Source: an optimization exercise on an open RTL-to-GDS flow (aim: small area). Production flows keep margins and buffers that such runs may drop. The RTL was checked by simulation tests, not by an equivalence proof against the original design. Power figures rest on the tool's default switching activity, not on a simulated workload.

the reference run:
// CPU
module CPU (
    input [15:0] inst,
    input clk,
    input rst,
    input enable,
    input [15:0] data_in_memory,
    output read_write_memory,
    output [15:0] data_out_memory,
    output [8:0] addr,
    output reg [7:0] PC
);
    reg Z, N, C;
    reg Z_lazy;
    reg [15:0] register_A;
    reg [15:0] register_B;
    wire [3:0] op = inst[15:12];
    wire [15:0] A = register_A;
    wire [15:0] B = register_B;
    wire is_ld   = op == 4'b0000;
    wire is_st   = op == 4'b0001;
    wire is_inc  = op == 4'b0010;
    wire is_br   = op == 4'b0011;
    wire is_add  = op == 4'b0100;
    wire is_sub  = op == 4'b0101;
    wire is_or   = op == 4'b0110;
    wire is_and  = op == 4'b0111;
    wire is_xor  = op == 4'b1000;
    wire is_shr  = op == 4'b1001;
    wire is_mov  = op == 4'b1010;
    wire is_exch = op == 4'b1011;
    wire is_cmp  = op == 4'b1100;
    wire is_set  = op == 4'b1101;
    wire is_clr  = op == 4'b1110;
    wire inc_b = is_inc & inst[11];
    wire arith = is_inc | is_add | is_sub | is_cmp;
  ...
Size: ~44 flip-flops, about 69 I/O pins, ~3600 sq um of cells after synthesis.
clock: 5.0 ns
lec_check: 0
abc_area: 1
cap_margin: 20
core_margin: 2
core_utilization: 40
gpl_timing_driven: 0
slew_margin: 20
synth_hierarchical: 1
standard.sh (not shown) runs the stock make flow with config.mk's settings and CLKGATE_MAP_FILE= SYNTH_SCRIPT=/design/flow/synth_recipe.tcl, a recipe that flattens the netlist after the stock synthesis.
==> flow/flow/run.sh <==
#!/bin/bash
# Own layout flow: the standard flow (standard.sh) with
#  - synthesis through flow/synth.tcl (custom ABC script, no extract_fa),
#  - port buffers of sky130_fd_sc_hd__buf_1.
# Make's full output goes to flow_make.log; each ORFS step keeps its own log
# under orfs/logs/.
set -euo pipefail
W=$(pwd)
bash standard.sh "SYNTH_SCRIPT=$W/flow/synth.tcl" \
  "BUFFER_PORTS_ARGS=-buffer_cell sky130_fd_sc_hd__buf_1" \
  finish > "$W/flow_make.log" 2>&1
==> flow/flow/abc.script <==
strash; &get -n; &fraig -x; &put; scorr; dc2; dretime; strash; &get -n; &dch -f; &nf -R 1000; &put; dnsize
==> flow/flow/synth.tcl <==
# The standard synthesis (synth_recipe.tcl) with two changes: ABC maps
# with this folder's abc.script, and Yosys's extract_fa is skipped, so the
# adders stay plain gates for ABC to map.
set flow_dir [file dirname [file normalize [info script]]]
proc abc {args} {
  global flow_dir
  set i [lsearch -exact $args -script]
  if { $i >= 0 } { lset args [expr {$i + 1}] $flow_dir/abc.script }
  yosys abc {*}$args
}
proc extract_fa {args} {}
source [file dirname $flow_dir]/synth_recipe.tcl
The flow did not stop early for the reference run: all stages ran, and the layout cleared the timing, DRC and antenna checks.
Input changes introduced in the trial run (baseline for comparison: the reference run):
# the reference run
export LEC_CHECK = 0
export ABC_AREA = 1
export CAP_MARGIN = 20
export CORE_MARGIN = 2
export CORE_UTILIZATION = 40
export GPL_TIMING_DRIVEN = 0
export SLEW_MARGIN = 20
export SYNTH_HIERARCHICAL = 1
create_clock -name core_clock -period 5.0 [get_ports {clk}]
# the trial run
export LEC_CHECK = 0
export ABC_AREA = 1
export CAP_MARGIN = 20
export CORE_MARGIN = 2
export CORE_UTILIZATION = 60
export GPL_TIMING_DRIVEN = 0
export PLACE_DENSITY = 0.8
export SLEW_MARGIN = 20
export SYNTH_HIERARCHICAL = 1
create_clock -name core_clock -period 5.0 [get_ports {clk}]
==> flow/flow/run.sh <==
#!/bin/bash
# Own layout flow: the standard flow (standard.sh) with
#  - synthesis through flow/synth.tcl (ABC script flow/abc.script, no
#    extract_fa),
#  - port buffers and pass-through buffers of sky130_fd_sc_hd__buf_1.
# Make's full output goes to flow_make.log; each ORFS step keeps its own log
# under orfs/logs/.
set -euo pipefail
W=$(pwd)
bash standard.sh "SYNTH_SCRIPT=$W/flow/synth.tcl" \
  "BUFFER_PORTS_ARGS=-buffer_cell sky130_fd_sc_hd__buf_1" \
  "MIN_BUF_CELL_AND_PORTS=sky130_fd_sc_hd__buf_1 A X" \
  finish > "$W/flow_make.log" 2>&1
==> flow/flow/abc.script <==
strash
&get -n
&deepsyn -T 10
&put
dch -f
&get -n
&nf -R 1000
&put
### Flow results
- The trial run closes out successfully: all stages finished, all timing, DRC and antenna checks passed.
- Total of flip-flops plus latches after synthesis: the trial run vs the reference run identical
- Wire length on met3 (the trial run / the reference run): 1.3
- Critical path depth (higher): the trial run
- The reference run → the trial run: xor/xnor cell area share of the yosys netlist went up, power consumption decreased by about 2.4% relative to the old numbers, wire length on met2 lost 3.6%.
- Cell area, the reference run and the trial run, lower one = the trial run.
- Of the trial run and the reference run, it is the trial run that has the lower post-route non-filler standard cell count.
- Taking the reference run as the reference point, the post-route worst hold slack of the trial run falls by 0.076 ns.
- Going from the reference run to the trial run, synthesized area went down, non-clock buffer count decreased about 2%.

Another version of the RTL of CPU (not shown whole).
Size: ~390 cells after synthesis, roughly 69 I/O pins, roughly 3400 sq um of cells after synthesis.
Settings: LEC_CHECK=0, ABC_AREA=1, CAP_MARGIN=20, CORE_MARGIN=2, CORE_UTILIZATION=60, GPL_TIMING_DRIVEN=0, PLACE_DENSITY=0.8, SLEW_MARGIN=20, SYNTH_HIERARCHICAL=1; clock period 5.0 ns.
==> flow/flow/run.sh <==
#!/bin/bash
# Own layout flow: the standard flow (standard.sh) with
#  - synthesis through flow/synth.tcl (ABC script flow/abc.script, no
#    extract_fa),
#  - port buffers and pass-through buffers of sky130_fd_sc_hd__buf_1,
#  - synthesis buffers removed at floorplan instead of an early timing repair.
# Make's full output goes to flow_make.log; each ORFS step keeps its own log
# under orfs/logs/.
set -euo pipefail
W=$(pwd)
bash standard.sh "SYNTH_SCRIPT=$W/flow/synth.tcl" \
  "BUFFER_PORTS_ARGS=-buffer_cell sky130_fd_sc_hd__buf_1" \
  "MIN_BUF_CELL_AND_PORTS=sky130_fd_sc_hd__buf_1 A X" \
  REMOVE_ABC_BUFFERS=1 \
  finish > "$W/flow_make.log" 2>&1
==> flow/flow/abc.script <==
strash
&get -n
&deepsyn -T 10
&put
dch -f
&get -n
&nf -R 1000
&put
==> flow/flow/synth.tcl <==
# The standard synthesis (synth_recipe.tcl) with two changes: ABC maps
# with this folder's abc.script, and Yosys's extract_fa is skipped, so the
# adders stay plain gates for ABC to map.
set flow_dir [file dirname [file normalize [info script]]]
proc abc {args} {
  global flow_dir
  set i [lsearch -exact $args -script]
  if { $i >= 0 } { lset args [expr {$i + 1}] $flow_dir/abc.script }
  # weak _0 cells that have a _1 cell of the same area
  foreach c {o21ai_0 and2_0 or2_0 a21boi_0} { lappend args -dont_use sky130_fd_sc_hd__$c }
  yosys abc {*}$args
}
proc extract_fa {args} {}
source [file dirname $flow_dir]/synth_recipe.tcl
The baseline finished with timing, DRC and antenna clean.
Rerun with:
- SETUP_SLACK_MARGIN: not set -> 0.03
- fmax falls slightly
- total power increases slightly
- final cell count is about the same
- sequential power hardly moves
- global-route usage stays the same
- hold slack improved by 0.0053 ns
Rerun with:
- CORE_UTILIZATION: 60 -> 50
- PLACE_DENSITY: 0.8 -> 0.7
Effect: Synthesized cell count climbs by about 1%; worst setup slack degrades by 0.0056 ns; global-route usage drops by 5.3 points; flip-flop and latch count does not change; clock power climbs by 9.0%; final cell count climbs by 2.2%; clock skew climbs by 0.0079 ns; total power climbs by 4.7%.
Rerun with:
==> flow/flow/run.sh (replaced) <==
#!/bin/bash
# Own layout flow: the standard flow (standard.sh) with
#  - synthesis through flow/synth.tcl (ABC script flow/abc.script, no
#    extract_fa),
#  - port buffers and pass-through buffers of sky130_fd_sc_hd__buf_1.
# Make's full output goes to flow_make.log; each ORFS step keeps its own log
# under orfs/logs/.
set -euo pipefail
W=$(pwd)
bash standard.sh "SYNTH_SCRIPT=$W/flow/synth.tcl" \
  "BUFFER_PORTS_ARGS=-buffer_cell sky130_fd_sc_hd__buf_1" \
  "MIN_BUF_CELL_AND_PORTS=sky130_fd_sc_hd__buf_1 A X" \
  finish > "$W/flow_make.log" 2>&1
- CORE_UTILIZATION: 50 -> 60
- PLACE_DENSITY: 0.7 -> 0.8
- SETUP_SLACK_MARGIN: 0.03 -> not set
The new run ran to the end with no violations.
Count of clock-buffer cells in the layout does not change.
Cell count hardly moves.
Setup slack got worse by 0.043 ns.

Another version of the RTL of CPU (not shown whole).
Size in the first run: about 380 cells after synthesis, ~44 flip-flops.
export LEC_CHECK = 0
export ABC_AREA = 1
export CAP_MARGIN = 20
export CORE_MARGIN = 2
export CORE_UTILIZATION = 50
export GPL_TIMING_DRIVEN = 0
export PLACE_DENSITY = 0.7
export SETUP_SLACK_MARGIN = 0.03
export SLEW_MARGIN = 20
export SYNTH_HIERARCHICAL = 1
create_clock -name core_clock -period 5.0 [get_ports {clk}]
==> flow/flow/run.sh <==
#!/bin/bash
# Own layout flow: the standard flow (standard.sh) with
#  - synthesis through flow/synth.tcl (ABC script flow/abc.script, no
#    extract_fa),
#  - port buffers and pass-through buffers of sky130_fd_sc_hd__buf_1,
#  - synthesis buffers removed at floorplan instead of an early timing repair.
# Make's full output goes to flow_make.log; each ORFS step keeps its own log
# under orfs/logs/.
set -euo pipefail
W=$(pwd)
bash standard.sh "SYNTH_SCRIPT=$W/flow/synth.tcl" \
  "BUFFER_PORTS_ARGS=-buffer_cell sky130_fd_sc_hd__buf_1" \
  "MIN_BUF_CELL_AND_PORTS=sky130_fd_sc_hd__buf_1 A X" \
  REMOVE_ABC_BUFFERS=1 \
  finish > "$W/flow_make.log" 2>&1
Scripts as last shown in full above: flow/flow/abc.script, flow/flow/synth.tcl
Rerun with:
- CORE_UTILIZATION: 50 -> 60
- PLACE_DENSITY: 0.7 -> 0.8
After rerunning:
- The new run completed with no timing, DRC or antenna violations
- die area went down by about a fifth
- via count rose slightly
- clock-buffer cell count stays the same
- worst hold slack barely changes
- non-clock buffer count is lower by 5
- clock power shrinks by a few percent
- sequential share of layout area increases by 0.36 points
- combinational power hardly moves
- setup slack degrades by 71 ps

[re-timing with driven ports]
No port has a modelled driver above. Below, the same layouts with a new extraction and two added sets of constraints. Step 1 (the two cells are an assumption about what drives the block):
set clk [get_ports {clk}]
set_driving_cell -lib_cell sky130_fd_sc_hd__clkbuf_16 $clk
set_driving_cell -lib_cell sky130_fd_sc_hd__buf_2 [delete_from_list [all_inputs] $clk]
Step 2 times the ports against the registers' clock, not the clock port: input delays grow and output delays shrink by t, the midpoint of the rising clock arrivals with the driver on. a / b / c = no drivers / after step 1 / after step 2; a / b = the first two.
run | shift t [ns] | slack for setup (ns) | worst setup path after step 2 | clock arrival spread, ns
the reference run | 0.335 | 0.210 / 0.222 / -0.113 | input to register | 0.016 / 0.016
the trial run | 0.330 | 0.106 / 0.115 / -0.215 | input to register | 0.015 / 0.015
the first run of note 2 | 0.335 | 0.172 / 0.168 / -0.167 | input to register | 0.008 / 0.008
the second run of note 2 | 0.336 | 0.156 / 0.135 / -0.201 | input to register | 0.006 / 0.005
the third run of note 2 | 0.333 | 0.151 / 0.160 / -0.173 | input to register | 0.014 / 0.014
the fourth run of note 2 | 0.323 | 0.108 / 0.104 / -0.219 | input to register | 0.011 / 0.010
the first run of note 3 | 0.341 | 0.183 / 0.194 / -0.147 | input to register | 0.010 / 0.010
the second run of note 3 | 0.337 | 0.113 / 0.122 / -0.215 | input to register | 0.012 / 0.012
With both steps, setup timing fails in every run listed, where it was met with ideal ports. The setup slack of the second run of note 2, which loses most, moves by -0.021 ns with the drivers and by -0.357 ns with both steps.
